What follows belongs to an exercise in optimizing a design on an open flow for small area, a short achievable clock period and few clock cycles per item; a production flow would make more cautious choices.
At most, simulation tests tie the RTL to the original design; equivalence was not proved.
Function not checked in run 8: the RTL went through the layout flow alone.
Power is estimated from default activity; no workload was simulated.

==> flow/design.v <==
module mult_s1(
    input [7:0] a,
    input [7:0] b,
    output [23:0] e
    );
    wire t1 = (a[0] & b[6]) ^ (a[1] & b[5]);
    wire t2 = (a[0] & b[6]) & (a[1] & b[5]);
    wire t3 = (a[0] & b[7]) ^ (a[1] & b[6]) ^ (a[2] & b[5]);
    wire t4 = ((a[0] & b[7]) & (a[1] & b[6])) | ((a[0] & b[7]) & (a[2] & b[5])) | ((a[1] & b[6]) & (a[2] & b[5]));
    wire t5 = (a[3] & b[4]) ^ (a[4] & b[3]);
    wire t6 = (a[3] & b[4]) & (a[4] & b[3]);
    wire t7 = (a[1] & b[7]) ^ (a[2] & b[6]) ^ (a[3] & b[5]);
    wire t8 = ((a[1] & b[7]) & (a[2] & b[6])) | ((a[1] & b[7]) & (a[3] & b[5])) | ((a[2] & b[6]) & (a[3] & b[5]));
    wire t9 = (a[4] & b[4]) ^ (a[5] & b[3]);
    wire t10 = (a[4] & b[4]) & (a[5] & b[3]);
    wire t11 = (a[2] & b[7]) ^ (a[3] & b[6]) ^ (a[4] & b[5]);
    wire t12 = ((a[2] & b[7]) & (a[3] & b[6])) | ((a[2] & b[7]) & (a[4] & b[5])) | ((a[3] & b[6]) & (a[4] & b[5]));
    wire t13 = (a[0] & b[4]) ^ (a[1] & b[3]);
    wire t14 = (a[0] & b[4]) & (a[1] & b[3]);
    wire t15 = (a[0] & b[5]) ^ (a[1] & b[4]) ^ (a[2] & b[3]);
    wire t16 = ((a[0] & b[5]) & (a[1] & b[4])) | ((a[0] & b[5]) & (a[2] & b[3])) | ((a[1] & b[4]) & (a[2] & b[3]));
    wire t17 = (a[3] & b[2]) ^ (a[4] & b[1]);
    wire t18 = (a[3] & b[2]) & (a[4] & b[1]);
    wire t19 = t1 ^ (a[2] & b[4]) ^ (a[3] & b[3]);
    wire t20 = (t1 & (a[2] & b[4])) | (t1 & (a[3] & b[3])) | ((a[2] & b[4]) & (a[3] & b[3]));
    wire t21 = (a[4] & b[2]) ^ (a[5] & b[1]) ^ (a[6] & b[0]);
    wire t22 = ((a[4] & b[2]) & (a[5] & b[1])) | ((a[4] & b[2]) & (a[6] & b[0])) | ((a[5] & b[1]) & (a[6] & b[0]));
    wire t23 = t2 ^ t3 ^ t5;
    wire t24 = (t2 & t3) | (t2 & t5) | (t3 & t5);
    wire t25 = (a[5] & b[2]) ^ (a[6] & b[1]) ^ (a[7] & b[0]);
    wire t26 = ((a[5] & b[2]) & (a[6] & b[1])) | ((a[5] & b[2]) & (a[7] & b[0])) | ((a[6] & b[1]) & (a[7] & b[0]));
    wire t27 = t4 ^ t6 ^ t7;
    wire t28 = (t4 & t6) | (t4 & t7) | (t6 & t7);
    wire t29 = t9 ^ (a[6] & b[2]) ^ (a[7] & b[1]);
    wire t30 = (t9 & (a[6] & b[2])) | (t9 & (a[7] & b[1])) | ((a[6] & b[2]) & (a[7] & b[1]));
    wire t31 = t8 ^ t10 ^ t11;
    wire t32 = (t8 & t10) | (t8 & t11) | (t10 & t11);
    wire t33 = (a[5] & b[4]) ^ (a[6] & b[3]) ^ (a[7] & b[2]);
    wire t34 = ((a[5] & b[4]) & (a[6] & b[3])) | ((a[5] & b[4]) & (a[7] & b[2])) | ((a[6] & b[3]) & (a[7] & b[2]));
    wire t35 = t12 ^ (a[3] & b[7]) ^ (a[4] & b[6]);
    wire t36 = (t12 & (a[3] & b[7])) | (t12 & (a[4] & b[6])) | ((a[3] & b[7]) & (a[4] & b[6]));
    wire t37 = (a[5] & b[5]) ^ (a[6] & b[4]) ^ (a[7] & b[3]);
    wire t38 = ((a[5] & b[5]) & (a[6] & b[4])) | ((a[5] & b[5]) & (a[7] & b[3])) | ((a[6] & b[4]) & (a[7] & b[3]));
    wire t39 = (a[4] & b[7]) ^ (a[5] & b[6]) ^ (a[6] & b[5]);
    wire t40 = ((a[4] & b[7]) & (a[5] & b[6])) | ((a[4] & b[7]) & (a[6] & b[5])) | ((a[5] & b[6]) & (a[6] & b[5]));
    wire t41 = (a[0] & b[3]) ^ (a[1] & b[2]);
    wire t42 = (a[0] & b[3]) & (a[1] & b[2]);
    wire t43 = t13 ^ (a[2] & b[2]) ^ (a[3] & b[1]);
    wire t44 = (t13 & (a[2] & b[2])) | (t13 & (a[3] & b[1])) | ((a[2] & b[2]) & (a[3] & b[1]));
    wire t45 = t14 ^ t15 ^ t17;
    wire t46 = (t14 & t15) | (t14 & t17) | (t15 & t17);
    wire t47 = t16 ^ t18 ^ t19;
    wire t48 = (t16 & t18) | (t16 & t19) | (t18 & t19);
    wire t49 = t20 ^ t22 ^ t23;
    wire t50 = (t20 & t22) | (t20 & t23) | (t22 & t23);
    wire t51 = t24 ^ t26 ^ t27;
    wire t52 = (t24 & t26) | (t24 & t27) | (t26 & t27);
    wire t53 = t28 ^ t30 ^ t31;
    wire t54 = (t28 & t30) | (t28 & t31) | (t30 & t31);
    wire t55 = t32 ^ t34 ^ t35;
    wire t56 = (t32 & t34) | (t32 & t35) | (t34 & t35);
    wire t57 = t36 ^ t38 ^ t39;
    wire t58 = (t36 & t38) | (t36 & t39) | (t38 & t39);
    wire t59 = t40 ^ (a[5] & b[7]) ^ (a[6] & b[6]);
    wire t60 = (t40 & (a[5] & b[7])) | (t40 & (a[6] & b[6])) | ((a[5] & b[7]) & (a[6] & b[6]));
    wire t61 = (a[0] & b[2]) ^ (a[1] & b[1]);
    wire t62 = (a[0] & b[2]) & (a[1] & b[1]);
    wire t63 = t41 ^ (a[2] & b[1]) ^ (a[3] & b[0]);
    wire t64 = (t41 & (a[2] & b[1])) | (t41 & (a[3] & b[0])) | ((a[2] & b[1]) & (a[3] & b[0]));
    wire t65 = t42 ^ t43 ^ (a[4] & b[0]);
    wire t66 = (t42 & t43) | (t42 & (a[4] & b[0])) | (t43 & (a[4] & b[0]));
    wire t67 = t44 ^ t45 ^ (a[5] & b[0]);
    wire t68 = (t44 & t45) | (t44 & (a[5] & b[0])) | (t45 & (a[5] & b[0]));
    wire t69 = t46 ^ t47 ^ t21;
    wire t70 = (t46 & t47) | (t46 & t21) | (t47 & t21);
    wire t71 = t48 ^ t49 ^ t25;
    wire t72 = (t48 & t49) | (t48 & t25) | (t49 & t25);
    wire t73 = t50 ^ t51 ^ t29;
    wire t74 = (t50 & t51) | (t50 & t29) | (t51 & t29);
    wire t75 = t52 ^ t53 ^ t33;
    wire t76 = (t52 & t53) | (t52 & t33) | (t53 & t33);
    wire t77 = t54 ^ t55 ^ t37;
    wire t78 = (t54 & t55) | (t54 & t37) | (t55 & t37);
    wire t79 = t56 ^ t57 ^ (a[7] & b[4]);
    wire t80 = (t56 & t57) | (t56 & (a[7] & b[4])) | (t57 & (a[7] & b[4]));
    wire t81 = t58 ^ t59 ^ (a[7] & b[5]);
    wire t82 = (t58 & t59) | (t58 & (a[7] & b[5])) | (t59 & (a[7] & b[5]));
    wire t83 = t60 ^ (a[6] & b[7]) ^ (a[7] & b[6]);
    wire t84 = (t60 & (a[6] & b[7])) | (t60 & (a[7] & b[6])) | ((a[6] & b[7]) & (a[7] & b[6]));
    assign e[0] = t61;
    assign e[1] = t62;
    assign e[2] = t63;
    assign e[3] = t64;
    assign e[4] = t65;
    assign e[5] = t66;
    assign e[6] = t67;
    assign e[7] = t68;
    assign e[8] = t69;
    assign e[9] = t70;
    assign e[10] = t71;
    assign e[11] = t72;
    assign e[12] = t73;
    assign e[13] = t74;
    assign e[14] = t75;
    assign e[15] = t76;
    assign e[16] = t77;
    assign e[17] = t78;
    assign e[18] = t79;
    assign e[19] = t80;
    assign e[20] = t81;
    assign e[21] = t82;
    assign e[22] = t83;
    assign e[23] = t84;
endmodule
module mult_s2(
    input [7:0] a,
    input [7:0] b,
    input [23:0] e,
    output [15:0] x
    );
    wire [15:0] r0 = {1'b0, e[23], e[21], e[19], e[17], e[15], e[13], e[11], e[9], e[7], e[5], e[3], e[1], e[0], (a[0] & b[1]), (a[0] & b[0])};
    wire [15:0] r1 = {1'b0, (a[7] & b[7]), e[22], e[20], e[18], e[16], e[14], e[12], e[10], e[8], e[6], e[4], e[2], (a[2] & b[0]), (a[1] & b[0]), 1'b0};
    assign x = r0 + r1;
endmodule
`timescale 1ns / 1ps
module kadai4 (
    input CLK,
    input RST,
    input [7:0] A,
    input [7:0] B,
    input ACK,
    input START,
    input HALT,
    output [15:0] X,
    output X_VALID,
    output REQ_AB
);
localparam  S_IDLE = 2'd0,
            S_INPUT = 2'd1,
            S_OUTPUT = 2'd2;
reg [15:0] r0, r1, r2, r3, r4, r5, r6, r7;
reg [23:0] e;
reg [1:0] st;
reg [2:0] cnt;       
reg [2:0] w;         
reg req;
reg vld;
wire abort = RST | HALT;
wire acc = req & ACK;
wire [23:0] part;
wire [15:0] prod;
mult_s1 ml1 (
    .a(r5[15:8]),
    .b(r5[7:0]),
    .e(part)
);
mult_s2 ml2 (
    .a(r6[15:8]),
    .b(r6[7:0]),
    .e(e),
    .x(prod)
);
always @(posedge CLK) begin
    r0 <= acc ? {A, B} : r6;
    r1 <= r0;
    r2 <= r1;
    r3 <= r2;
    r4 <= r3;
    r5 <= r4;
    r6 <= r5;
    e <= part;
    r7 <= prod;
end
always @(posedge CLK) begin
    if (abort) begin
        st <= S_IDLE;
        req <= 1'b0;
        vld <= 1'b0;
    end else begin
        case (st)
            S_IDLE:
                if (START) begin
                    st <= S_INPUT;
                    req <= 1'b1;
                    cnt <= 3'd0;
                end
            S_INPUT:
                if (acc) begin
                    cnt <= cnt + 3'd1;
                    if (cnt == 3'd7) begin
                        st <= S_OUTPUT;
                        req <= 1'b0;
                        vld <= 1'b1;
                    end
                end else if (req) begin
                    req <= 1'b0;
                    w <= 3'd6;
                end else begin
                    w <= w - 3'd1;
                    if (w == 3'd1) req <= 1'b1;
                end
            default: begin
                cnt <= cnt + 3'd1;
                if (cnt == 3'd7) begin
                    st <= S_IDLE;
                    vld <= 1'b0;
                end
            end
        endcase
    end
end
assign X = r7;
assign X_VALID = vld;
assign REQ_AB = req;
endmodule    
==> flow/flow/run.sh <==
#!/bin/bash
# The standard layout, with Yosys's full-adder extraction left out: the adder
# trees are mapped by ABC from plain gates instead of sky130 fa/ha cells.
set -euo pipefail
bash standard.sh ADDER_MAP_FILE= finish > flow.log 2>&1
==> flow/standard.sh <==
#!/bin/bash
# synth_recipe.tcl (not shown) runs the flow's synth.tcl, then flattens the netlist and writes it again
# the make line also repeats each setting of config.mk as NAME=value (left out here)
make -C /OpenROAD-flow-scripts/flow DESIGN_CONFIG=/design/flow/config.mk WORK_HOME=/design/flow/orfs CLKGATE_MAP_FILE= SYNTH_SCRIPT=/design/flow/synth_recipe.tcl "${@:-finish}"
==> flow/config.mk <==
export PLATFORM = sky130hd
export DESIGN_NAME = kadai4
export DESIGN_NICKNAME = kadai4
export VERILOG_FILES = /design/flow/design.v
export SDC_FILE = /design/flow/constraint.sdc
export NUM_CORES = 4
export LEC_CHECK = 0
export ABC_CLOCK_PERIOD_IN_PS = 2000
export CAP_MARGIN = 20
export CORE_MARGIN = 2
export CORE_UTILIZATION = 40
export CTS_BUF_LIST = sky130_fd_sc_hd__clkbuf_8
export CTS_CLUSTER_DIAMETER = 100
export CTS_CLUSTER_SIZE = 30
export SETUP_SLACK_MARGIN = 3.0
export SLEW_MARGIN = 20
==> flow/constraint.sdc <==
create_clock -name core_clock -period 5.0 [get_ports {CLK}]
set_input_delay 1.0000 -clock core_clock [delete_from_list [all_inputs] [get_ports {CLK}]]
set_output_delay 1.0000 -clock core_clock [all_outputs]
set_load 0.01 [all_outputs]
==> impl_metrics.toml, run 1 <==
[critical_path]
worstPathMaxFanout = 8
worstSetupPathType = "reg2reg"
cp.required_ns = 5.34
arrival_ns = 2.34
crit_path_start_kind = "flop"
critPathCaptureType = "flop"

[synthesis]
synth.yosys.seq_area_share_pct = 56.4
synthFlopType = "dfxtp_1"
synth_seq_cells = 162
netlist_area_mm2 = 0.00585
ys_top_cells_by_area = "dfxtp_1 53%, xnor2_1 10%, nand2_1 4.6%"
synth_nets = 572
syn_avg_cell_area_um2 = 10.6
synth_cell_types = 50
synth_edf_count = 6
yosys_warnings = 1
yosys.area.top_type_share_pct = 53.4
async_reset_ff_share_pct = 0
yosysTopAreaCell = "dfxtp_1"
synthCells = 551

[sta]
fin_skew_ns = 0.00967
timing.final.hold_violations = 0
setup_viol_count_final = 0
fin_tns_setup_ns = 0
maxSlewViolCount = 0
rsz0062_at_grt = "true"
period_needed_ns = 2.00
slew_headroom_pct = 76.0
setup_ws_ns = 3.00
post-route-period-util_pct = 40.0
fmax_ghz = 0.500
timing_worst_slew_pin_value_ns = 0.358

[power]
total_power_w = 0.00300
swShare_pct = 25.3
pwr-share-clk_pct = 33.6
p_switching_w = 0.000761
p_int_w = 0.00224
peakVddDrop_mv = 0.176
p_per_area_mw_per_mm2 = 412
p_seq_share_pct = 52.7
combPwrFrac_pct = 13.7
leakagePower_nw = 2.74

[floorplanning]
rows = 44
chipWidth_um = 125
io_pins = 39
start_util_pct = 40.6
die_area_mm2 = 0.0156
die_y_um = 125
core-area_mm2 = 0.0144

[route]
drtIter0Drc = 209
drc = 0
num_vias = 3834
drt_pass1_iterations = 4
postRouteAntennaNets = 0
detail_route.wl_per_cell_um = 12.4
finalWirelength_um = 10200
avgViaCountPerCell = 4.67

[clocking]
worstSkewPairLatency_ns = 0.44
cts_hold_buf = 0
cts.sinks = 162
cts_root_buf = "clkbuf_8"
clk_pin_slew_worst_paths_ns = 0.08
cts_tree = "done"
clk_path_buf_depth = 2
numCtsBuffers = 17
htreeDepth = 4

[global_route]
antenna_found_initial = 0
grt_pass1_wl_um = 16700
grt.overflow.total = 0
grt_pass1_vias = 3645
track_usage_pct = 13.5
grt_max_degree = 18

[flow_run]
cap_violations = 0

[placement]
io_buffers = 38
place_area_mm2 = 0.00637
dp_hpwl_um = 6470
preCtsSetupSlack_ns = 2.19
gp_congestion = 0.777

[layout]
nNetsFinal = 645
fin_util_pct = 50.6
diodes = 0
drive_above_1_share_pct = 28.1
design_area_mm2 = 0.00729
areaGrowthSynthToFinish_pct = 24.6

[status]
status = "no timing/DRC/antenna violations"

[hold_path]
min_path_type = "reg2reg"
## cell usage after synthesis, drive strengths merged, types with 2 or more instances
| cell type | n |
|---|---|
| o21a | 2 |
| xor2 | 27 |
| or2 | 2 |
| dfxtp | 156 |
| maj3 | 23 |
| a22o | 3 |
| nor2b | 2 |
| edfxtp | 6 |
| nor2 | 39 |
| nor3 | 7 |
| inv | 10 |
| clkbuf | 5 |
| buf | 13 |
| and3 | 3 |
| a21oi | 23 |
| nand4 | 2 |
| nand2b | 3 |
| nand2 | 74 |
| a22oi | 2 |
| a31oi | 7 |
| o21ai | 23 |
| mux2 | 16 |
| nand3 | 6 |
| xnor2 | 72 |
| and2 | 10 |
| o22ai | 3 |
## flip-flops by register name, indices dropped and copies added, names as in the netlist
register,flops
r5,16
w,3
r0,16
cnt,3
r4,16
st,2
r1,16
r7,16
vld,1
e,24
r2,16
req,1
r6,16
r3,16
## cell type report
| type | instances | area (µm²) |
|---|---|---|
| fill | 1298 | 7130 |
| sequential | 162 | 3370 |
| multi-input combinational | 361 | 2670 |
| timing repair buffer | 72 | 557 |
| clock buffer | 18 | 248 |
| tap | 184 | 230 |
| clock inverter | 14 | 185 |
| inverter | 10 | 37.5 |
## path summary, 6_finish.rpt
kind                from      to  slack [ns]  cells past startpoint
setup / recovery  r5[10]   e[13]        3.00                      8
hold / removal    r4[12]  r5[12]        0.33                      0
setup reg to reg  r5[10]   e[13]        3.00                      8
hold reg to reg   r4[12]  r5[12]        0.33                      0
## cell usage in the layout, fill, tap and decap left out, types with 4 or more instances in the layout
cell type          n
maj3_2             9
and2_1             9
o21ai_1            4
clkdlybuf4s50_1   20
a21oi_1           17
dfxtp_4           14
o21ai_0           14
xnor2_1           61
dfxtp_1          134
buf_4             31
nor3_1             6
bufinv_16          4
nand3_1            5
nand2_1           67
clkbuf_8          18
edfxtp_1           6
o21ai_2            4
inv_1             10
xor2_2             5
dfxtp_2            8
xnor2_2            9
mux2_2            16
maj3_1            14
buf_2             18
xor2_1            22
nor2_1            36
clkinv_2           4
nand2_2            5
a21oi_2            5
## layer usage
layer	part of all wire (%)	GRT usage (%)
met4	2.6	7.52
met1	45	15.7
met3	4.3	4.58
met2	48	21.8
met5	0	0
## what timing repair did
item                       CTS  global route
buffers inserted            26             8
hold endpoints to repair     0             0
gates resized for setup    125            37
pin swaps                   13            25
setup endpoints to repair   54            14
## power groups by stage
stage	sequential [W]	combinational (W)	clock, W
3_3_place_gp	0.00161	0.000317	0
5_1_grt	0.00161	0.000452	0.00110
2_1_floorplan	0.00156	0.000265	0
6_report	0.00158	0.000411	0.00101
4_1_cts	0.00158	0.000380	0.00104
3_5_place_dp	0.00162	0.000325	0
## critical path, cell delays in order, from the launching register on
cell     delay [ns]
dfxtp_4        0.42
nand2_2        0.07
maj3_2         0.33
xnor2_2        0.20
xor2_2         0.19
and3_1         0.20
nor2_2         0.06
xnor2_2        0.15
maj3_2         0.29
## through the flow
step	cells	hold WS, ns
3_5_place_dp	755	0.312
4_1_cts	813	0.326
5_1_grt	821	0.330
2_1_floorplan	551	0.310
6_report	821	0.326
3_3_place_gp	755	0.310
## cell families after synthesis
family | Yosys count | synth area share (%)
DFF | 162 | 56.4
muxes | 16 | 3.08
AOI/OAI and AO/OA | 70 | 7.31
buffers and inverters | 28 | 2.39
and+or+nand+nor | 153 | 11.6
adders and majority gates | 23 | 4.08
xor gates and xnor gates | 99 | 15.1
Testbench counts, summed over its fixed seeds: cycles 3,264, items 1,536.
==> run 2, diff against run 1 <==
==> flow/flow/run.sh (replaced) <==
#!/bin/bash
# The standard layout, with Yosys's full-adder extraction left out (the adder
# trees are mapped by ABC from plain gates instead of sky130 fa/ha cells),
# plain buffers on the ports, and no dummy loads in the clock tree.
set -euo pipefail
bash standard.sh ADDER_MAP_FILE= \
  "BUFFER_PORTS_ARGS=-buffer_cell sky130_fd_sc_hd__buf_2" \
  "CTS_ARGS=-sink_clustering_enable -repair_clock_nets -dont_use_dummy_load -sink_clustering_size 30 -sink_clustering_max_diameter 100 -buf_list sky130_fd_sc_hd__clkbuf_8" \
  finish > flow.log 2>&1
==> impl_metrics.toml, run 2 <==
[placement]
io_buffers = 38
dp_hpwl_um = 6410
gp_congestion = 0.768
preCtsSetupSlack_ns = 2.50

[floorplanning]
rows = 44
core-area_mm2 = 0.0144
die_area_mm2 = 0.0156
start_util_pct = 40.6
io_pins = 39
die_y_um = 125
chipWidth_um = 125

[sta]
timing.final.hold_violations = 0
rsz0062_at_grt = "true"
slew_headroom_pct = 69.6
fmax_ghz = 0.496
period_needed_ns = 2.02
setup_ws_ns = 2.98
setup_viol_count_final = 0
maxSlewViolCount = 0
fin_tns_setup_ns = 0
post-route-period-util_pct = 40.3
fin_skew_ns = 0.0213
timing_worst_slew_pin_value_ns = 0.455

[critical_path]
worstSetupPathType = "reg2reg"
arrival_ns = 2.33
crit_path_start = "r5[5]"
critPathCaptureType = "flop"
cp.required_ns = 5.32
worstPathMaxFanout = 9
r2r_cells = 8
crit_path_start_kind = "flop"
timing.rr.start = "r5[5]"
r2r_slack_ns = 2.98
worstReg2RegEnd = "e[13]"

[power]
p_per_area_mw_per_mm2 = 380
leakagePower_nw = 2.67
p_seq_share_pct = 59.2
pwr-share-clk_pct = 25.4
p_int_w = 0.00198
p_switching_w = 0.000679
swShare_pct = 25.5
peakVddDrop_mv = 0.177
combPwrFrac_pct = 15.5

[flow_run]
cap_violations = 0

[route]
highest_layer = "met4"
route.met3.wl_um = 489
drtIter0Drc = 167
route.met2.wl_um = 4640
num_vias = 3771
finalWirelength_um = 9810
wl_met1_um = 4470
postRouteAntennaNets = 0
detail_route.wl_per_cell_um = 12.1
avgViaCountPerCell = 4.65
drt_pass1_iterations = 4
drc = 0

[clocking]
cts_root_buf = "clkbuf_8"
numCtsBuffers = 17
cts_hold_buf = 0
clk_pin_slew_worst_paths_ns = 0.09
htreeDepth = 4
cts.sinks = 162
worstSkewPairLatency_ns = 0.44
cts_tree = "done"
clk_path_buf_depth = 2

[layout]
areaGrowthSynthToFinish_pct = 19.8
top_register = "e"
diodes = 0
mostFrequentLayoutCells = "132 x dfxtp_1, 71 x nand2_1, 61 x xnor2_1, 39 x buf_2, 37 x buf_4"
drive_above_1_share_pct = 29.8
largest_reg_flops = 24
multiInputGateArea_mm2 = 0.00265
ff_latch_area_mm2 = 0.00337
final_common_cell = "dfxtp_1"
fillers = 1327
nNetsFinal = 650

[synthesis]
synthTopCellsByCount = "156 x dfxtp_1, 72 x nand2_1, 70 x xnor2_1, 38 x nor2_1, 27 x xor2_1"
synthAdderAreaFrac_pct = 4.08
ys_top_cells_by_area = "dfxtp_1 53%, xnor2_1 10%, nand2_1 4.6%"
yosys_warnings = 1
synthCells = 551
synthMuxAreaShare_pct = 3.08
syn_avg_cell_area_um2 = 10.6
yosysTopAreaCell = "dfxtp_1"
synth-simple-area-share_pct = 11.6
synth_seq_cells = 162
synth_top_family_by_area = "XOR/XNOR gates"
synth_edf_count = 6
synthFlopType = "dfxtp_1"
synth_most_common_cell = "dfxtp_1"
synth.yosys.seq_area_share_pct = 56.4
synth_nets = 572
synth_cell_types = 50
yosys.area.top_type_share_pct = 53.4
async_reset_ff_share_pct = 0
netlist_area_mm2 = 0.00585
synth_compound_area_share_pct = 7.31
synth_xor_xnor_area_share_pct = 15.1

[global_route]
grt.overflow.total = 0
grt_max_degree = 18
grt_pass1_vias = 3577
track_usage_pct = 13.1
grt_pass1_wl_um = 16200
antenna_found_initial = 0

[status]
status = "no timing/DRC/antenna violations"

[hold_path]
holdPathEnd = "r3[4]"
hold_path_depth = 0
min-delay-start = "r2[4]"
min_path_type = "reg2reg"
-- run 2: cell counts after synthesis --
Identical to the previous run, type by type.
-- run 2: worst max-delay path by stage --
stage	cells after the start	slack (ns)	endpoint
3_5_place_dp	4	2.50	w[0]
6_report	8	2.98	e[13]
4_1_cts	4	2.98	w[1]
2_1_floorplan	3	2.99	cnt[0]
5_1_grt	8	2.86	e[13]
3_3_place_gp	4	2.58	w[0]
-- run 2: critical path, stage by stage (launching register included) --
cell and delay [ns]:
dfxtp_4 0.40, buf_4 0.15, and2_2 0.17, o22ai_1 0.09, a31oi_1 0.14, nand2_1 0.11
xor2_2 0.17, maj3_2 0.36, maj3_2 0.29
-- run 2: metal layers --
metal  track usage [%]  up-vias
li1                  -     1959
met1              15.1     1701
met2              21.7       91
met3              4.41       20
met4              6.47        0
met5                 0        -
-- run 2: per-stage QoR --
stage,instances,total power (W),instance area [µm²],util (%),hold WS [ns]
6_report,811,0.00266,7010,48.6,0.316
3_3_place_gp,755,0.00190,6180,42.9,0.310
5_1_grt,811,0.00280,7010,48.6,0.326
3_5_place_dp,755,0.00191,6180,42.9,0.312
4_1_cts,796,0.00266,6800,47.1,0.320
2_1_floorplan,551,0.00183,5870,-,0.310
-- run 2: kinds of logic after synthesis --
logic type               Yosys count
adder cells (fa/ha/maj)           23
XOR/XNOR                          99
buffers and inverters             28
AND/OR/NAND/NOR                  153
AO/OA/AOI/OAI                     70
multiplexers                      16
flip-flops                       162
-- run 2: repair_timing --
action / in CTS / in global routing
endpoints found under the setup margin: 19 / 17
pin swaps: 12 / 17
gates resized for setup: 54 / 26
gates cloned: 0 / 0
setup buffers: 24 / 15
-- run 2: final cells by class --
class / count / share of cell area [%]
sequential: 162 / 48.1
multi-input combinational: 361 / 37.8
timing repair buffer: 77 / 7.03
clock buffer: 17 / 3.34
tap: 184 / 3.28
inverter: 10 / 0.535
-- run 2: power by group through the flow --
stage,clock network [W],registers (W),logic (W)
floorplan,0,0.00156,0.000265
detailed placement,0,0.00162,0.000296
finish,0.000675,0.00158,0.000412
CTS,0.000707,0.00158,0.000376
global route,0.000754,0.00160,0.000451
global placement,0,0.00161,0.000289
==> run 3, diff against run 2 <==
--- a/flow/config.mk
+++ b/flow/config.mk
@@ -5,12 +5,14 @@
 export SDC_FILE = /design/flow/constraint.sdc
 export NUM_CORES = 4
 export LEC_CHECK = 0
+export ABC_AREA = 1
 export ABC_CLOCK_PERIOD_IN_PS = 2000
 export CAP_MARGIN = 20
 export CORE_MARGIN = 2
-export CORE_UTILIZATION = 40
+export CORE_UTILIZATION = 55
 export CTS_BUF_LIST = sky130_fd_sc_hd__clkbuf_8
 export CTS_CLUSTER_DIAMETER = 100
 export CTS_CLUSTER_SIZE = 30
+export PLACE_DENSITY = 0.7
 export SETUP_SLACK_MARGIN = 3.0
 export SLEW_MARGIN = 20
==> impl_metrics.toml, run 3 <==
[route]
drtIter0Drc = 194
finalWirelength_um = 10900
drt_pass1_iterations = 4
postRouteAntennaNets = 0
detail_route.wl_per_cell_um = 11.0
drc = 0
num_vias = 4756
avgViaCountPerCell = 4.83

[synthesis]
yosysTopAreaCell = "dfxtp_1"
synthFlopType = "dfxtp_1"
synth_nets = 823
synth_cell_types = 37
synth_seq_cells = 162
yosys.area.top_type_share_pct = 50.3
netlist_area_mm2 = 0.00621
synthTopCellsByCount = "318 x nand2_1, 156 x dfxtp_1, 82 x inv_1, 52 x nand3_1, 48 x nor2_1"
syn_avg_cell_area_um2 = 7.74
synthCells = 802
yosys_warnings = 1
async_reset_ff_share_pct = 0
synth_most_common_cell = "nand2_1"
synth.yosys.seq_area_share_pct = 53.2
synth_edf_count = 6
ys_top_cells_by_area = "dfxtp_1 50%, nand2_1 19%, inv_1 5.0%"

[clocking]
cts_root_buf = "clkbuf_8"
clk_path_buf_depth = 2
clk_pin_slew_worst_paths_ns = 0.07
htreeDepth = 4
worstSkewPairLatency_ns = 0.44
cts.sinks = 162
cts_hold_buf = 0
numCtsBuffers = 17
cts_tree = "done"

[sta]
fin_tns_setup_ns = 0
setup_viol_count_final = 0
period_needed_ns = 1.92
slew_headroom_pct = 72.0
rsz0062_at_grt = "true"
post-route-period-util_pct = 38.4
timing_worst_slew_pin_value_ns = 0.419
fin_skew_ns = 0.0317
fmax_ghz = 0.521
maxSlewViolCount = 0
timing.final.hold_violations = 0
setup_ws_ns = 3.08

[placement]
gp_congestion = 0.819
dp_hpwl_um = 8190
preCtsSetupSlack_ns = 2.13
io_buffers = 38

[global_route]
grt_pass1_vias = 4506
grt_max_degree = 19
grt_pass1_wl_um = 18700
track_usage_pct = 20.3
grt.overflow.total = 0
antenna_found_initial = 0

[layout]
top_register = "e"
mostFrequentLayoutCells = "317 x nand2_1, 143 x dfxtp_1, 82 x inv_1, 52 x nand3_1, 48 x nor2_1"
drive_above_1_share_pct = 12.2
largest_reg_flops = 24
nNetsFinal = 868
areaGrowthSynthToFinish_pct = 9.03
final_common_cell = "nand2_1"
fin_util_pct = 61.9
diodes = 0

[critical_path]
cp_num_buf_inv = 1
cp.required_ns = 4.00
crit_chain = "buf_2"
max_stage_delay_ns = 0.35
crit_path_start_kind = "flop"
cp_top_family = "flip-flops"
critPathCaptureType = "primary output"
worstSetupPathType = "reg2out"
arrival_ns = 0.92
critPathSlowestCell = "dfxtp_4"
worstPathMaxFanout = 3

[status]
status = "no timing/DRC/antenna violations"

[floorplanning]
rows = 38
die_y_um = 110
chipWidth_um = 110
io_pins = 39
start_util_pct = 56.8
core-area_mm2 = 0.0109
die_area_mm2 = 0.0122

[hold_path]
min_path_type = "reg2reg"

[power]
peakVddDrop_mv = 0.258
leakagePower_nw = 3.45
total_power_w = 0.00245
p_per_area_mw_per_mm2 = 362

[flow_run]
cap_violations = 0
## run 3: changes by cell type after synthesis, sizes merged, moves of 4 or more
cell	delta
inv	+73
xnor2	-66
nand2	+254
a31oi	-4
maj3	-23
mux2	-16
and2	-10
nand3	+58
a21oi	+4
nor2	+12
o21ai	-6
## run 3: power breakdown
group	total [W]	internal, W	switching, W
registers	0.00154	0.00145	0.0000866
clock network	0.000661	0.000299	0.000362
logic	0.000252	0.0000956	0.000156
## run 3: through the flow
step	std cells	hold WS (ns)	instance area, µm²
detailed placement	966	0.312	6500
floorplan	802	0.310	6210
finish	985	0.304	6770
CTS	983	0.306	6740
global route	985	0.310	6770
global placement	966	0.310	6500
## run 3: cells by family after synthesis
kind of cell,count (synthesis),synth area share [%]
and+or+nand+nor,454,30.8
xor gates and xnor gates,32,4.51
DFF,162,53.2
buffers and inverters,98,6.31
AOI/OAI and AO/OA,56,5.18
## run 3: layout make-up
cell class | instances | area (µm²)
tap | 140 | 175
multi-input combinational | 542 | 2520
clock buffer | 17 | 234
inverter | 84 | 317
timing repair buffer | 40 | 205
sequential | 162 | 3320
fill | 994 | 4170
## run 3: path summary, 6_finish.rpt
| kind | from | endpoint | slack, ns | cells past startpoint |
|---|---|---|---|---|
| worst min register to register | r2[0] | r3[0] | 0.30 | 0 |
| worst min-delay path | r2[0] | r3[0] | 0.30 | 0 |
| worst max register to register | r6[0] | r7[15] | 3.21 | 10 |
| worst max-delay path | req | REQ_AB | 3.08 | 1 |
## run 3: timing repair
action,in CTS,in global routing
gates cloned,0,0
setup buffers,0,2
endpoints found under the setup margin,18,19
endpoints found under the hold margin,0,0
gates resized for setup,4,13
## run 3: metal layers
metal | up-vias | track usage, % | wire length, µm
met3 | 25 | 6.58 | 468
met2 | 89 | 33.8 | 5030
met4 | 0 | 9.55 | 255
li1 | 2568 | - | -
met1 | 2074 | 23.6 | 5120
met5 | - | 0 | 0
==> run 4, diff against run 3 <==
--- a/flow/config.mk
+++ b/flow/config.mk
@@ -9,10 +9,9 @@
 export ABC_CLOCK_PERIOD_IN_PS = 2000
 export CAP_MARGIN = 20
 export CORE_MARGIN = 2
-export CORE_UTILIZATION = 55
+export CORE_UTILIZATION = 40
 export CTS_BUF_LIST = sky130_fd_sc_hd__clkbuf_8
 export CTS_CLUSTER_DIAMETER = 100
 export CTS_CLUSTER_SIZE = 30
-export PLACE_DENSITY = 0.7
-export SETUP_SLACK_MARGIN = 3.0
+export SETUP_SLACK_MARGIN = 3.2
 export SLEW_MARGIN = 20
==> impl_metrics.toml, run 4 <==
[status]
status = "no timing/DRC/antenna violations"

[sta]
rsz0062_at_grt = "true"
setup_viol_count_final = 0
fin_tns_setup_ns = 0
timing.hold.ws_ns = 0.323
fmax_ghz = 0.527
maxSlewViolCount = 0
period_needed_ns = 1.90
setup_ws_ns = 3.10
timing.final.hold_violations = 0
timing_worst_slew_pin_value_ns = 0.453
slew_headroom_pct = 69.7
fin_skew_ns = 0.0311
post-route-period-util_pct = 38.0

[layout]
fin_cells = 1049
top_register = "e"
largest_reg_flops = 24
mostFrequentLayoutCells = "300 x nand2_1, 138 x dfxtp_1, 77 x inv_1, 46 x nand3_1, 44 x nor2_1"
final_common_cell = "nand2_1"
design_area_mm2 = 0.00718
multiInputGateArea_mm2 = 0.00268
drive_above_1_share_pct = 18.7
nNetsFinal = 884
ff_latch_area_mm2 = 0.00336
fillers = 1506
diodes = 0
areaGrowthSynthToFinish_pct = 15.6

[critical_path]
arrival_ns = 0.90
r2r_cells = 13
cp_top_family = "flip-flops"
cp_num_buf_inv = 1
crit_path_end = "REQ_AB"
cp.required_ns = 4.00
r2r_slack_ns = 3.28
timing.rr.start = "r5[8]"
crit_chain = "buf_6"
worstSetupPathType = "reg2out"
critPathCaptureType = "primary output"
crit_path_start = "req"
max_stage_delay_ns = 0.35
crit_path_start_kind = "flop"
crit_cells = 1
worstReg2RegEnd = "e[12]"
critPathSlowestCell = "dfxtp_4"
worstPathMaxFanout = 2

[flow_run]
cap_violations = 0

[synthesis]
synth_edf_count = 6
synth_nets = 823
yosysTopAreaCell = "dfxtp_1"
synthTopCellsByCount = "318 x nand2_1, 156 x dfxtp_1, 82 x inv_1, 52 x nand3_1, 48 x nor2_1"
synth_most_common_cell = "nand2_1"
syn_avg_cell_area_um2 = 7.74
yosys_warnings = 1
netlist_area_mm2 = 0.00621
synth.yosys.seq_area_share_pct = 53.2
synth_cell_types = 37
synth_seq_cells = 162
async_reset_ff_share_pct = 0
ys_top_cells_by_area = "dfxtp_1 50%, nand2_1 19%, inv_1 5.0%"
synthCells = 802
synthFlopType = "dfxtp_1"
yosys.area.top_type_share_pct = 50.3

[floorplanning]
io_pins = 39
start_util_pct = 40.8
chipWidth_um = 129
core-area_mm2 = 0.0152
die_area_mm2 = 0.0165
rows = 45
die_y_um = 129

[placement]
dp_hpwl_um = 8460
gp_congestion = 0.782
place_area_mm2 = 0.00658
dp_cells = 1014
preCtsSetupSlack_ns = 2.66
io_buffers = 38

[power]
p_per_area_mw_per_mm2 = 346
peakVddDrop_mv = 0.297
leakagePower_nw = 3.61

[route]
num_vias = 4770
finalWirelength_um = 11200
drt_pass1_iterations = 4
detail_route.wl_per_cell_um = 10.6
drtIter0Drc = 136
avgViaCountPerCell = 4.55
postRouteAntennaNets = 0
drc = 0

[global_route]
antenna_found_initial = 0
grt_pass1_wl_um = 19000
track_usage_pct = 14.7
grt_pass1_vias = 4271
grt_max_degree = 19
grt.overflow.total = 0

[clocking]
cts.sinks = 162
htreeDepth = 4
cts_root_buf = "clkbuf_8"
clk_pin_slew_worst_paths_ns = 0.08
clk_path_buf_depth = 2
cts_tree = "done"
numCtsBuffers = 17
worstSkewPairLatency_ns = 0.43
cts_hold_buf = 0

[hold_path]
min_path_type = "reg2reg"
run 4: how the worst min path moves through the flow:
stage,startpoint,to,depth (start not counted)
after floorplan,r0[0],r1[0],0
after global placement,r1[12],r2[12],0
after detailed placement,r1[0],r2[0],0
after CTS,r3[14],r4[14],0
after global routing,r1[7],r2[7],0
final,r1[9],r2[9],0
run 4: area by class of cell:
cell class	instances	share of cell area [%]
inverter	84	4.46
sequential	162	46.8
timing repair buffer	56	4.85
tap	188	3.28
clock buffer	17	3.26
multi-input combinational	542	37.4
run 4: kinds of logic (layout without fill, tap and decap cells):
logic type                after synthesis  count (layout)  synth area share (%)
buffers and inverters                  98             157                  6.31
and+or+nand+nor                       454             454                  30.8
DFF                                   162             162                  53.2
AOI/OAI and AO/OA                      56              56                  5.18
xor gates and xnor gates               32              32                  4.51
run 4: per-stage QoR:
| stage | utilization [%] | total power, W |
|---|---|---|
| floorplan | - | 0.00173 |
| global placement | 43.3 | 0.00181 |
| detailed placement | 43.3 | 0.00182 |
| CTS | 45.2 | 0.00249 |
| global route | 47.2 | 0.00263 |
| finish | 47.2 | 0.00248 |
run 4: routing by layer:
layer | part of all wire (%) | routed length [µm] | vias up | track usage, %
met2 | 44 | 4960 | 63 | 23.4
met4 | 2.0 | 220 | 0 | 6.33
li1 | - | - | 2610 | -
met5 | 0 | 0 | - | 0
met1 | 50 | 5560 | 2082 | 19.0
met3 | 3.6 | 407 | 15 | 3.99
run 4: what timing repair did:
action,4_1_cts,5_1_grt
pin swaps,0,7
resized for setup,20,59
hold endpoints to repair,0,0
buffers inserted,1,17
setup endpoints to repair,37,40
run 4: where the power goes:
group / total (W) / switching, W / leakage [nW] / internal, W
sequential: 0.00152 / 0.0000740 / 1.35 / 0.00145
clock: 0.000663 / 0.000364 / 0.122 / 0.000299
combinational: 0.000297 / 0.000180 / 2.14 / 0.000117
==> run 5, diff against run 4 <==
--- a/flow/config.mk
+++ b/flow/config.mk
@@ -13,5 +13,5 @@
 export CTS_BUF_LIST = sky130_fd_sc_hd__clkbuf_8
 export CTS_CLUSTER_DIAMETER = 100
 export CTS_CLUSTER_SIZE = 30
-export SETUP_SLACK_MARGIN = 3.2
+export SETUP_SLACK_MARGIN = 3.0
 export SLEW_MARGIN = 20
==> impl_metrics.toml, run 5 <==
[status]
status = "no timing/DRC/antenna violations"

[layout]
areaGrowthSynthToFinish_pct = 10.0
nNetsFinal = 867
largest_reg_flops = 24
diodes = 0
ff_latch_area_mm2 = 0.00333
final_common_cell = "nand2_1"
design_area_mm2 = 0.00683
multiInputGateArea_mm2 = 0.00252
mostFrequentLayoutCells = "317 x nand2_1, 143 x dfxtp_1, 82 x inv_1, 52 x nand3_1, 48 x nor2_1"
drive_above_1_share_pct = 12.1
top_register = "e"
fillers = 1543

[synthesis]
synth_seq_cells = 162
syn_avg_cell_area_um2 = 7.74
ys_top_cells_by_area = "dfxtp_1 50%, nand2_1 19%, inv_1 5.0%"
synth_edf_count = 6
synth_nets = 823
yosys_warnings = 1
synth_xor_xnor_area_share_pct = 4.51
synthFlopType = "dfxtp_1"
synth_compound_area_share_pct = 5.18
synth_cell_types = 37
synthAdderAreaFrac_pct = 0
synthCells = 802
synth-simple-area-share_pct = 30.8
yosys.area.top_type_share_pct = 50.3
async_reset_ff_share_pct = 0
synth_top_family_by_area = "simple AND/OR/NAND/NOR gates"
synthMuxAreaShare_pct = 0
synthTopCellsByCount = "318 x nand2_1, 156 x dfxtp_1, 82 x inv_1, 52 x nand3_1, 48 x nor2_1"
synth_most_common_cell = "nand2_1"
netlist_area_mm2 = 0.00621
synth.yosys.seq_area_share_pct = 53.2
yosysTopAreaCell = "dfxtp_1"

[critical_path]
cp.required_ns = 4.00
cp_num_buf_inv = 1
r2r_slack_ns = 3.21
crit_path_start_kind = "flop"
max_stage_delay_ns = 0.37
timing.rr.start = "r6[10]"
crit_chain = "buf_2"
critPathCaptureType = "primary output"
worstPathMaxFanout = 5
critPathSlowestCell = "dfxtp_4"
crit_path_start = "req"
cp_top_family = "flip-flops"
worstSetupPathType = "reg2out"
arrival_ns = 0.93

[floorplanning]
io_pins = 39
rows = 45
die_y_um = 129
core-area_mm2 = 0.0152
chipWidth_um = 129
die_area_mm2 = 0.0165
start_util_pct = 40.8

[clocking]
cts.sinks = 162
clk_path_buf_depth = 2
htreeDepth = 4
cts_root_buf = "clkbuf_8"
clk_pin_slew_worst_paths_ns = 0.07
cts_hold_buf = 0
worstSkewPairLatency_ns = 0.44
numCtsBuffers = 17
cts_tree = "done"

[global_route]
track_usage_pct = 14.8
grt.overflow.total = 0
antenna_found_initial = 1
grt_max_degree = 19
grt_pass1_wl_um = 19100
grt_pass1_vias = 4297

[placement]
place_area_mm2 = 0.00656
dp_hpwl_um = 8430
gp_congestion = 0.805
io_buffers = 38

[hold_path]
min_path_type = "reg2reg"
min-delay-start = "r4[12]"

[route]
finalWirelength_um = 11000
drc = 0
drtIter0Drc = 145
avgViaCountPerCell = 4.53
num_vias = 4672
detail_route.wl_per_cell_um = 10.6
drt_pass1_iterations = 5
postRouteAntennaNets = 0

[power]
leakagePower_nw = 3.45
p_per_area_mw_per_mm2 = 360
peakVddDrop_mv = 0.243

[sta]
fmax_ghz = 0.517
setup_viol_count_final = 0
slew_headroom_pct = 70.9
timing_worst_slew_pin_value_ns = 0.435
rsz0062_at_grt = "false"
fin_skew_ns = 0.0203
fin_tns_setup_ns = 0
period_needed_ns = 1.93
post-route-period-util_pct = 38.7
maxSlewViolCount = 0
timing.final.hold_violations = 0

[flow_run]
cap_violations = 0
run 5: layout make-up:
type                            instances  share of cell area, %
Clock buffer                           17                   3.42
Multi-Input combinational cell        542                   36.9
Timing Repair Buffer                   39                   2.89
Tap cell                              188                   3.44
Sequential cell                       162                   48.7
Inverter                               84                   4.63
run 5: metrics by stage:
| step | power, W | worst slack, ns | hold WS [ns] | util (%) | cells |
|---|---|---|---|---|---|
| after global placement | 0.00181 | 2.21 | 0.310 | 43.1 | 1014 |
| after floorplan | 0.00173 | 3.08 | 0.310 | - | 802 |
| after global routing | 0.00261 | 3.00 | 0.328 | 44.9 | 1032 |
| final | 0.00246 | 3.07 | 0.317 | 44.9 | 1032 |
| after detailed placement | 0.00181 | 2.17 | 0.312 | 43.1 | 1014 |
| after CTS | 0.00249 | 2.91 | 0.313 | 44.7 | 1031 |
run 5: cell families (layout without fill, tap and decap cells):
| kind of cell | after synthesis | after routing |
|---|---|---|
| flip-flops | 162 | 162 |
| XOR/XNOR | 32 | 32 |
| AND/OR/NAND/NOR | 454 | 454 |
| AO/OA/AOI/OAI | 56 | 56 |
| buffers and inverters | 98 | 140 |
run 5: what timing repair did:
item                                    in CTS  in global routing
resized for setup                            2                 17
endpoints found under the hold margin        0                  0
buffers inserted                             0                  1
endpoints found under the setup margin      18                 23
run 5: report_power, final:
group          internal, W  leakage (nW)  switching, W
registers          0.00145          1.35     0.0000841
clock network     0.000299         0.122      0.000375
logic            0.0000951          1.98      0.000158
total              0.00184          3.45      0.000617
run 5: worst register-to-register path, cell delays in order (launching register included):
cell     delay [ns]
dfxtp_1        0.43
nand3_1        0.22
nand3_1        0.16
nand2_1        0.09
a21oi_1        0.31
o21ai_1        0.15
nand4_1        0.11
nand2_1        0.08
nand2_1        0.07
nand2_1        0.04
run 5: metal layers:
layer  track usage (%)  vias to the layer above  routed length [µm]
met4              7.29                        2                 248
li1                  -                     2567                   -
met3              4.20                       22                 423
met1              19.0                     1999                5590
met2              22.9                       82                4720
met5                 0                        -                  12
run 5: worst paths after layout:
| path | to | cells past startpoint |
|---|---|---|
| min reg2reg | r5[12] | 0 |
| min | r5[12] | 0 |
| max | REQ_AB | 1 |
| max reg2reg | r7[15] | 9 |
==> run 6, diff against run 5 <==
==> flow/flow/run.sh (replaced) <==
#!/bin/bash
# The standard layout, with Yosys's full-adder extraction left out (the adder
# trees are mapped by ABC from plain gates instead of sky130 fa/ha cells),
# plain buffers on the ports, and no dummy loads in the clock tree.
set -euo pipefail
bash standard.sh ADDER_MAP_FILE= \
  "BUFFER_PORTS_ARGS=-buffer_cell sky130_fd_sc_hd__buf_2" \
  "CTS_ARGS=-sink_clustering_enable -repair_clock_nets -dont_use_dummy_load -sink_clustering_size 40 -sink_clustering_max_diameter 150 -buf_list {sky130_fd_sc_hd__clkbuf_4 sky130_fd_sc_hd__clkbuf_8}" \
  finish > flow.log 2>&1
--- a/flow/config.mk
+++ b/flow/config.mk
@@ -5,7 +5,6 @@
 export SDC_FILE = /design/flow/constraint.sdc
 export NUM_CORES = 4
 export LEC_CHECK = 0
-export ABC_AREA = 1
 export ABC_CLOCK_PERIOD_IN_PS = 2000
 export CAP_MARGIN = 20
 export CORE_MARGIN = 2
==> impl_metrics.toml, run 6 <==
[status]
status = "no timing/DRC/antenna violations"

[placement]
gp_congestion = 0.768
place_area_mm2 = 0.00618
dp_cells = 755
dp_hpwl_um = 6410
preCtsSetupSlack_ns = 2.50
io_buffers = 38

[synthesis]
synth_nets = 572
synthAdderAreaFrac_pct = 4.08
synth_compound_area_share_pct = 7.31
synthMuxAreaShare_pct = 3.08
synth_cell_types = 50
synth-simple-area-share_pct = 11.6
synth_top_family_by_area = "XOR/XNOR gates"
yosys_warnings = 1
synth_edf_count = 6
synth_most_common_cell = "dfxtp_1"
syn_avg_cell_area_um2 = 10.6
async_reset_ff_share_pct = 0
ys_top_cells_by_area = "dfxtp_1 53%, xnor2_1 10%, nand2_1 4.6%"
synthFlopType = "dfxtp_1"
yosys.area.top_type_share_pct = 53.4
yosysTopAreaCell = "dfxtp_1"
synth.yosys.seq_area_share_pct = 56.4
synthTopCellsByCount = "156 x dfxtp_1, 72 x nand2_1, 70 x xnor2_1, 38 x nor2_1, 27 x xor2_1"
netlist_area_mm2 = 0.00585
synth_seq_cells = 162
synth_xor_xnor_area_share_pct = 15.1
synthCells = 551

[sta]
timing_worst_slew_pin_value_ns = 0.455
setup_viol_count_final = 0
slew_headroom_pct = 69.6
post-route-period-util_pct = 40.3
timing.final.hold_violations = 0
setup_ws_ns = 2.98
fin_tns_setup_ns = 0
period_needed_ns = 2.02
maxSlewViolCount = 0
rsz0062_at_grt = "true"
fin_skew_ns = 0.0213
fmax_ghz = 0.496

[layout]
nNetsFinal = 650
top_register = "e"
design_area_mm2 = 0.00701
drive_above_1_share_pct = 29.8
fin_cells = 811
largest_reg_flops = 24
diodes = 0
areaGrowthSynthToFinish_pct = 19.8
mostFrequentLayoutCells = "132 x dfxtp_1, 71 x nand2_1, 61 x xnor2_1, 39 x buf_2, 37 x buf_4"
final_common_cell = "dfxtp_1"

[critical_path]
r2r_cells = 8
cp.required_ns = 5.32
critPathCaptureType = "flop"
worstPathMaxFanout = 9
crit_path_start_kind = "flop"
arrival_ns = 2.33
worstSetupPathType = "reg2reg"

[route]
drtIter0Drc = 167
drc = 0
postRouteAntennaNets = 0
avgViaCountPerCell = 4.65
drt_pass1_iterations = 4
detail_route.wl_per_cell_um = 12.1
num_vias = 3771
finalWirelength_um = 9810

[floorplanning]
die_y_um = 125
io_pins = 39
core-area_mm2 = 0.0144
die_area_mm2 = 0.0156
start_util_pct = 40.6
rows = 44
chipWidth_um = 125

[global_route]
grt_max_degree = 18
grt.overflow.total = 0
antenna_found_initial = 0
track_usage_pct = 13.1
grt_pass1_wl_um = 16200
grt_pass1_vias = 3577

[hold_path]
min_path_type = "reg2reg"
hold_path_depth = 0

[power]
total_power_w = 0.00266
peakVddDrop_mv = 0.177
p_per_area_mw_per_mm2 = 380
leakagePower_nw = 2.67

[clocking]
clk_path_buf_depth = 2
numCtsBuffers = 17
htreeDepth = 4
cts.sinks = 162
worstSkewPairLatency_ns = 0.44
clk_pin_slew_worst_paths_ns = 0.09
cts_tree = "done"
cts_root_buf = "clkbuf_8"

[flow_run]
cap_violations = 0
## run 6: cell types whose count changed after synthesis, sizes merged, moves of 4 or more
| cell | previous run | this run |
|---|---|---|
| maj3 | 0 | 23 |
| a31oi | 3 | 7 |
| a21oi | 27 | 23 |
| nand2 | 328 | 74 |
| inv | 83 | 10 |
| nor2 | 51 | 39 |
| o21ai | 17 | 23 |
| mux2 | 0 | 16 |
| xnor2 | 6 | 72 |
| and2 | 0 | 10 |
| nand3 | 64 | 6 |
## run 6: per-layer routing
layer  track usage (%)  wire length [µm]  part of all wire, %
met1              15.1              4470                   46
met2              21.7              4640                   47
met3              4.41               489                  5.0
met4              6.47               221                  2.3
met5                 0                 0                    0
## run 6: timing repair
| action | 4_1_cts | 5_1_grt |
|---|---|---|
| gates cloned | 0 | 0 |
| pin swaps | 12 | 17 |
| setup endpoints to repair | 19 | 17 |
| hold buffers | 0 | 0 |
| buffers inserted | 24 | 15 |
| resized for setup | 54 | 26 |
## run 6: power by group
group          leakage [nW]  switching (W)  internal, W
logic                  1.19       0.000197     0.000215
registers              1.36       0.000106      0.00147
clock network         0.122       0.000376     0.000299
total                  2.67       0.000679      0.00198
## run 6: path summary, 6_finish.rpt
path / from / to / slack (ns)
setup / recovery: r5[5] / e[13] / 2.98
hold / removal: r2[4] / r3[4] / 0.32
setup reg to reg: r5[5] / e[13] / 2.98
hold reg to reg: r2[4] / r3[4] / 0.32
## run 6: cell families (layout without fill, tap and decap cells)
logic type,Yosys count,in the layout
simple gates,153,153
mux,16,16
xor+xnor,99,99
fa+ha+maj,23,23
buf+inv,28,104
compound gates,70,70
flops,162,162
## run 6: critical path: stages (launching register included)
cell     delay (ns)
dfxtp_4        0.40
buf_4          0.15
and2_2         0.17
o22ai_1        0.09
a31oi_1        0.14
nand2_1        0.11
xor2_2         0.17
maj3_2         0.36
maj3_2         0.29
## run 6: final cells by class
cell class / instances / area [µm²]
Fill cell: 1327 / 7410
Multi-Input combinational cell: 361 / 2650
Tap cell: 184 / 230
Clock buffer: 17 / 234
Timing Repair Buffer: 77 / 493
Sequential cell: 162 / 3370
Inverter: 10 / 37.5
## run 6: stage by stage
step	hold WS [ns]	util [%]
finish	0.316	48.6
global route	0.326	48.6
CTS	0.320	47.1
detailed placement	0.312	42.9
global placement	0.310	42.9
floorplan	0.310	-
==> run 7, diff against run 6 <==
==> flow/flow/run.sh (replaced) <==
#!/bin/bash
# The standard layout, with Yosys's full-adder extraction left out (the adder
# trees are mapped by ABC from plain gates instead of sky130 fa/ha cells),
# plain buffers on the ports, and no dummy loads in the clock tree.
set -euo pipefail
bash standard.sh ADDER_MAP_FILE= \
  "BUFFER_PORTS_ARGS=-buffer_cell sky130_fd_sc_hd__buf_2" \
  "CTS_ARGS=-sink_clustering_enable -repair_clock_nets -dont_use_dummy_load -sink_clustering_size 30 -sink_clustering_max_diameter 100 -root_buf sky130_fd_sc_hd__clkbuf_16 -buf_list sky130_fd_sc_hd__clkbuf_4" \
  finish > flow.log 2>&1
--- a/flow/config.mk
+++ b/flow/config.mk
@@ -5,6 +5,7 @@
 export SDC_FILE = /design/flow/constraint.sdc
 export NUM_CORES = 4
 export LEC_CHECK = 0
+export ABC_AREA = 1
 export ABC_CLOCK_PERIOD_IN_PS = 2000
 export CAP_MARGIN = 20
 export CORE_MARGIN = 2
==> impl_metrics.toml, run 7 <==
[status]
status = "no timing/DRC/antenna violations"

[clocking]
htreeDepth = 4
numCtsBuffers = 17
cts_hold_buf = 0
cts_root_buf = "clkbuf_16"
clk_path_buf_depth = 2
worstSkewPairLatency_ns = 0.37
cts_tree = "done"
cts.sinks = 162
clk_pin_slew_worst_paths_ns = 0.11

[critical_path]
critPathSlowestCell = "dfxtp_2"
cp_num_buf_inv = 1
r2r_slack_ns = 3.21
arrival_ns = 0.92
worstPathMaxFanout = 7
worstSetupPathType = "reg2out"
timing.rr.start = "r6[0]"
cp_top_family = "flip-flops"
crit_path_start_kind = "flop"
crit_chain = "buf_2"
cp.required_ns = 4.00
crit_path_start = "req"
critPathCaptureType = "primary output"
max_stage_delay_ns = 0.40

[layout]
areaGrowthSynthToFinish_pct = 8.54
nNetsFinal = 866
final_common_cell = "nand2_1"
top_register = "e"
multiInputGateArea_mm2 = 0.00252
fin_cells = 1031
fillers = 1555
ff_latch_area_mm2 = 0.00333
mostFrequentLayoutCells = "317 x nand2_1, 143 x dfxtp_1, 82 x inv_1, 52 x nand3_1, 48 x nor2_1"
largest_reg_flops = 24
diodes = 0
drive_above_1_share_pct = 12.0

[floorplanning]
die_y_um = 129
start_util_pct = 40.8
io_pins = 39
core-area_mm2 = 0.0152
chipWidth_um = 129
die_area_mm2 = 0.0165
rows = 45

[global_route]
grt_pass1_vias = 4301
grt_pass1_wl_um = 19100
antenna_found_initial = 1
grt_max_degree = 19
track_usage_pct = 14.7
grt.overflow.total = 0

[sta]
setup_viol_count_final = 0
timing_worst_slew_pin_value_ns = 0.435
post-route-period-util_pct = 38.4
fin_skew_ns = 0.0350
fin_tns_setup_ns = 0
slew_headroom_pct = 70.9
rsz0062_at_grt = "true"
timing.final.hold_violations = 0
maxSlewViolCount = 0
period_needed_ns = 1.92
fmax_ghz = 0.521

[synthesis]
yosysTopAreaCell = "dfxtp_1"
yosys.area.top_type_share_pct = 50.3
synth_seq_cells = 162
synth_most_common_cell = "nand2_1"
synth.yosys.seq_area_share_pct = 53.2
synthTopCellsByCount = "318 x nand2_1, 156 x dfxtp_1, 82 x inv_1, 52 x nand3_1, 48 x nor2_1"
synthFlopType = "dfxtp_1"
synth_cell_types = 37
synth_edf_count = 6
async_reset_ff_share_pct = 0
ys_top_cells_by_area = "dfxtp_1 50%, nand2_1 19%, inv_1 5.0%"
yosys_warnings = 1
syn_avg_cell_area_um2 = 7.74
synth_nets = 823
synthCells = 802
netlist_area_mm2 = 0.00621

[power]
peakVddDrop_mv = 0.213
p_per_area_mw_per_mm2 = 345
leakagePower_nw = 3.41

[route]
num_vias = 4661
postRouteAntennaNets = 0
drtIter0Drc = 144
finalWirelength_um = 11000
wl_met1_um = 5580
route.met3.wl_um = 412
detail_route.wl_per_cell_um = 10.7
avgViaCountPerCell = 4.52
drc = 0
drt_pass1_iterations = 6
route.met2.wl_um = 4780
highest_layer = "met5"

[hold_path]
min_path_type = "reg2reg"
min-delay-start = "r4[12]"

[placement]
io_buffers = 38
dp_cells = 1014
dp_hpwl_um = 8430
gp_congestion = 0.805

[flow_run]
cap_violations = 0
## run 7: changes by cell type after synthesis, sizes merged, moves of 6 or more
cell,previous run,this run
o21ai,23,17
and2,10,0
inv,10,83
nor2,39,51
mux2,16,0
maj3,23,0
xnor2,72,6
nand3,6,64
nand2,74,328
## run 7: routing by layer
metal	up-vias	GRT usage, %
met5	-	0
met4	2	6.59
met3	17	4.20
met2	76	23.0
met1	2000	19.0
li1	2566	-
## run 7: worst paths after layout
path	to	cells after the start
worst min register to register	r5[12]	0
worst min-delay path	r5[12]	0
worst max register to register	r7[15]	9
worst max-delay path	REQ_AB	1
## run 7: timing repair
item / 4_1_cts / 5_1_grt
buffers inserted: 0 / 0
setup endpoints to repair: 19 / 19
gates resized for setup: 4 / 17
## run 7: where the power goes
part | internal, W | switching, W
sequential | 0.00145 | 0.0000840
clock | 0.000186 | 0.000354
combinational | 0.0000946 | 0.000157
## run 7: layout make-up
cell class	instances	share of cell area (%)
Timing Repair Buffer	38	2.82
Clock buffer	17	2.15
Sequential cell	162	49.4
Tap cell	188	3.49
Multi-Input combinational cell	542	37.4
Inverter	84	4.72
## run 7: cell families (layout without fill, tap and decap cells)
logic type | count (synthesis) | after routing | share of synthesized area (%)
AOI/OAI and AO/OA | 56 | 56 | 5.18
xor gates and xnor gates | 32 | 32 | 4.51
buffers and inverters | 98 | 139 | 6.31
DFF | 162 | 162 | 53.2
and+or+nand+nor | 454 | 454 | 30.8
## run 7: through the flow
step	util [%]	worst slack [ns]	power (W)	hold WS [ns]	instance area (µm²)
2_1_floorplan	-	3.08	0.00173	0.310	6210
6_report	44.3	3.08	0.00232	0.309	6740
3_3_place_gp	43.1	2.21	0.00181	0.310	6560
4_1_cts	44.1	3.04	0.00235	0.312	6710
5_1_grt	44.3	2.99	0.00247	0.327	6740
3_5_place_dp	43.1	2.17	0.00181	0.312	6560
==> run 8, diff against run 7 <==
--- a/flow/design.v
+++ b/flow/design.v
@@ -135,16 +135,13 @@
     output X_VALID,
     output REQ_AB
 );
-localparam  S_IDLE = 2'd0,
-            S_INPUT = 2'd1,
-            S_OUTPUT = 2'd2;
 reg [15:0] r0, r1, r2, r3, r4, r5, r6, r7;
 reg [23:0] e;
-reg [1:0] st;
+reg inp;             
+reg outp;            
+reg req;             
 reg [2:0] cnt;       
 reg [2:0] w;         
-reg req;
-reg vld;
 wire abort = RST | HALT;
 wire acc = req & ACK;
 wire [23:0] part;
@@ -173,43 +170,34 @@
 end
 always @(posedge CLK) begin
     if (abort) begin
-        st <= S_IDLE;
+        inp <= 1'b0;
+        outp <= 1'b0;
         req <= 1'b0;
-        vld <= 1'b0;
-    end else begin
-        case (st)
-            S_IDLE:
-                if (START) begin
-                    st <= S_INPUT;
-                    req <= 1'b1;
-                    cnt <= 3'd0;
-                end
-            S_INPUT:
-                if (acc) begin
-                    cnt <= cnt + 3'd1;
-                    if (cnt == 3'd7) begin
-                        st <= S_OUTPUT;
-                        req <= 1'b0;
-                        vld <= 1'b1;
-                    end
-                end else if (req) begin
-                    req <= 1'b0;
-                    w <= 3'd6;
-                end else begin
-                    w <= w - 3'd1;
-                    if (w == 3'd1) req <= 1'b1;
-                end
-            default: begin
-                cnt <= cnt + 3'd1;
-                if (cnt == 3'd7) begin
-                    st <= S_IDLE;
-                    vld <= 1'b0;
-                end
+    end else if (inp) begin
+        if (acc) begin
+            if (cnt == 3'd7) begin
+                inp <= 1'b0;
+                outp <= 1'b1;
+                req <= 1'b0;
             end
-        endcase
+        end else if (req) begin
+            req <= 1'b0;
+        end else if (w == 3'd1) begin
+            req <= 1'b1;
+        end
+    end else if (outp) begin
+        if (cnt == 3'd7) outp <= 1'b0;
+    end else if (START) begin
+        inp <= 1'b1;
+        req <= 1'b1;
     end
 end
+always @(posedge CLK) begin
+    if (!inp && !outp) cnt <= 3'd0;
+    else if (acc || outp) cnt <= cnt + 3'd1;
+    w <= (req && !ACK) ? 3'd6 : w - 3'd1;
+end
 assign X = r7;
-assign X_VALID = vld;
+assign X_VALID = outp;
 assign REQ_AB = req;
 endmodule    
==> flow/flow/run.sh (replaced) <==
#!/bin/bash
# The standard layout, with Yosys's full-adder extraction left out (the adder
# trees are mapped by ABC from plain gates instead of sky130 fa/ha cells),
# plain buffers on the ports, and no dummy loads in the clock tree.
set -euo pipefail
bash standard.sh ADDER_MAP_FILE= \
  "BUFFER_PORTS_ARGS=-buffer_cell sky130_fd_sc_hd__buf_2" \
  "CTS_ARGS=-sink_clustering_enable -repair_clock_nets -dont_use_dummy_load -sink_clustering_size 30 -sink_clustering_max_diameter 100 -buf_list sky130_fd_sc_hd__clkbuf_8" \
  finish > flow.log 2>&1
==> impl_metrics.toml, run 8 <==
[layout]
areaGrowthSynthToFinish_pct = 10.6
ff_latch_area_mm2 = 0.00324
design_area_mm2 = 0.00678
top_register = "e"
largest_reg_flops = 24
nNetsFinal = 868
mostFrequentLayoutCells = "315 x nand2_1, 147 x dfxtp_1, 84 x inv_1, 56 x nand3_1, 44 x nor2_1"
drive_above_1_share_pct = 13.0
fin_util_pct = 44.9
multiInputGateArea_mm2 = 0.00250
fillers = 1532
final_common_cell = "nand2_1"
diodes = 0

[route]
drc = 0
detail_route.wl_per_cell_um = 10.5
drtIter0Drc = 223
postRouteAntennaNets = 0
route.met2.wl_um = 4670
highest_layer = "met4"
num_vias = 4576
wl_met1_um = 5590
route.met3.wl_um = 412
drt_pass1_iterations = 4
finalWirelength_um = 10900
avgViaCountPerCell = 4.43

[power]
total_power_w = 0.00244
p_per_area_mw_per_mm2 = 361
peakVddDrop_mv = 0.268
leakagePower_nw = 3.55

[sta]
period_needed_ns = 1.95
fmax_ghz = 0.513
fin_skew_ns = 0.0303
post-route-period-util_pct = 39.0
maxSlewViolCount = 0
timing_worst_slew_pin_value_ns = 0.410
rsz0062_at_grt = "true"
setup_viol_count_final = 0
slew_headroom_pct = 72.7
timing.final.hold_violations = 0
fin_tns_setup_ns = 0

[synthesis]
synth_cell_types = 41
syn_avg_cell_area_um2 = 7.66
synthFlopType = "dfxtp_1"
yosys_warnings = 1
synth_edf_count = 0
ys_top_cells_by_area = "dfxtp_1 53%, nand2_1 19%, inv_1 5.2%"
synthCells = 800
netlist_area_mm2 = 0.00613
synth_nets = 821
synthTopCellsByCount = "317 x nand2_1, 161 x dfxtp_1, 85 x inv_1, 56 x nand3_1, 46 x nor2_1"
yosys.area.top_type_share_pct = 52.6
synth.yosys.seq_area_share_pct = 52.6
synth_seq_cells = 161
yosysTopAreaCell = "dfxtp_1"
async_reset_ff_share_pct = 0
synth_most_common_cell = "nand2_1"

[floorplanning]
core-area_mm2 = 0.0151
die_y_um = 128
die_area_mm2 = 0.0163
rows = 45
chipWidth_um = 128
start_util_pct = 40.6
io_pins = 39

[global_route]
grt.overflow.total = 0
grt_pass1_wl_um = 18600
track_usage_pct = 14.5
antenna_found_initial = 0
grt_max_degree = 19
grt_pass1_vias = 4045

[clocking]
cts_root_buf = "clkbuf_8"
clk_pin_slew_worst_paths_ns = 0.09
cts_tree = "done"
cts_hold_buf = 0
clk_path_buf_depth = 2
cts.sinks = 161
worstSkewPairLatency_ns = 0.44
numCtsBuffers = 17
htreeDepth = 4

[status]
status = "no timing/DRC/antenna violations"

[critical_path]
max_stage_delay_ns = 0.38
timing.rr.start = "r5[3]"
r2r_cells = 13
critPathCaptureType = "primary output"
cp.required_ns = 4.00
worstReg2RegEnd = "e[14]"
crit_chain = "buf_2"
worstPathMaxFanout = 3
critPathSlowestCell = "dfxtp_1"
crit_path_start_kind = "flop"
worstSetupPathType = "reg2out"
arrival_ns = 0.95
r2r_slack_ns = 3.21
cp_top_family = "flip-flops"
cp_num_buf_inv = 1

[placement]
dp_hpwl_um = 8090
io_buffers = 38
place_area_mm2 = 0.00647
gp_congestion = 0.799

[hold_path]
min_path_type = "reg2reg"
min-delay-start = "r1[3]"
holdPathEnd = "r2[3]"
hold_path_depth = 0

[flow_run]
cap_violations = 0
## run 8: cell count changes in the layout (fill, tap and decap cells not counted), moves of 4 or more
cell and delta:
nand3_1 +4, dfxtp_2 +4, nor2_1 -4, a21oi_1 -7
dfxtp_1 +4, clkbuf_8 +17, nand3_2 -11, buf_4 +4
nand2_2 +7, clkbuf_4 -16, edfxtp_1 -6
## run 8: through the flow
stage | instances | setup slack [ns] | hold slack (ns)
detailed placement | 1011 | 2.28 | 0.312
global route | 1033 | 2.96 | 0.311
finish | 1033 | 3.05 | 0.316
CTS | 1029 | 3.00 | 0.311
floorplan | 800 | 3.06 | 0.310
global placement | 1011 | 2.33 | 0.310
## run 8: timing repair
action                                  CTS  global route
setup buffers                             0             4
gates resized for setup                   2            18
cloned                                    1             0
endpoints found under the setup margin    5            24
## run 8: how the worst max path moves through the flow
stage	from	endpoint	slack, ns	cells after the start
floorplan	ACK	r0[10]	3.06	6
global placement	ACK	cnt[1]	2.33	9
detailed placement	ACK	cnt[1]	2.28	9
CTS	req	REQ_AB	3.00	1
global route	ACK	cnt[1]	2.96	9
finish	req	REQ_AB	3.05	1
## run 8: area by class of cell
class | instances | share of cell area, %
flip-flops and latches | 161 | 47.9
well taps | 188 | 3.47
repair inverters | 1 | 0.0739
clock buffers | 17 | 3.45
multi-input cells | 534 | 36.8
inverters | 90 | 5.04
repair buffers | 42 | 3.25
## run 8: kinds of logic (layout without fill, tap and decap cells)
family	count (synthesis)	in the layout	synth area share [%]
buf+inv	105	150	6.82
simple gates	455	455	31.1
compound gates	47	47	4.51
flops	161	161	52.6
xor+xnor	32	32	4.92
## run 8: power by group
group / switching [W] / internal (W) / total, W
combinational: 0.000141 / 0.0000982 / 0.000239
sequential: 0.0000934 / 0.00144 / 0.00153
clock: 0.000371 / 0.000300 / 0.000671
total: 0.000606 / 0.00184 / 0.00244
## run 8: metal layers
layer / up-vias / track usage [%]
met4: 0 / 6.59
met3: 18 / 3.59
met1: 1947 / 19.5
met2: 60 / 22.0
li1: 2551 / -
met5: - / 0
## run 8: worst register-to-register path, stage by stage (launching register included)
cell and delay [ns]:
dfxtp_2 0.49, nand2_1 0.13, inv_1 0.07, nand2_1 0.09, nand2_1 0.10, nand2_1 0.08, a21oi_1 0.16, nand3_1 0.13
nand3_1 0.12, nand2_1 0.06, nand2_1 0.09, nand2_1 0.06, nand2_1 0.06, nand2_1 0.04

-- separate check: timing with driven ports --
In the flow no input, the clock included, has a driving cell. The finished layouts below were timed again as built, in two steps. Step 1: set_driving_cell puts a clkbuf_16 on CLK and a buf_2 on each other input, an assumption about the parent block. Step 2 adds t to the input delays and takes it off the output delays; t is the mean of the earliest and latest rising clock arrival at the registers after step 1. Input paths then give back, and output paths get back, about the clock's delay inside the block. a / b / c = ideal / step 1 / step 2; a / b = the first two.
run | t, ns | setup WS [ns] | worst setup path after step 2 | worst slew at a driven data input, ns
run 1 | 0.474 | 2.999 / 2.999 / 2.593 | input to register | 0.04
run 2 | 0.470 | 2.983 / 2.983 / 2.818 | input to register | 0.04
run 3 | 0.462 | 3.081 / 3.048 / 2.714 | input to register | 0.03
run 4 | 0.453 | 3.101 / 3.066 / 2.962 | input to register | 0.03
run 5 | 0.463 | 3.066 / 3.030 / 2.747 | input to register | 0.03
run 6 | 0.470 | 2.983 / 2.983 / 2.818 | input to register | 0.04
run 7 | 0.395 | 3.080 / 3.039 / 2.850 | input to register | 0.03
run 8 | 0.457 | 3.051 / 3.017 / 2.684 | input to register | 0.03
After both steps setup and hold are still met in every run listed. The setup slack of run 1, which loses most, moves by 0.000 ns with the drivers and by -0.406 ns with both steps.
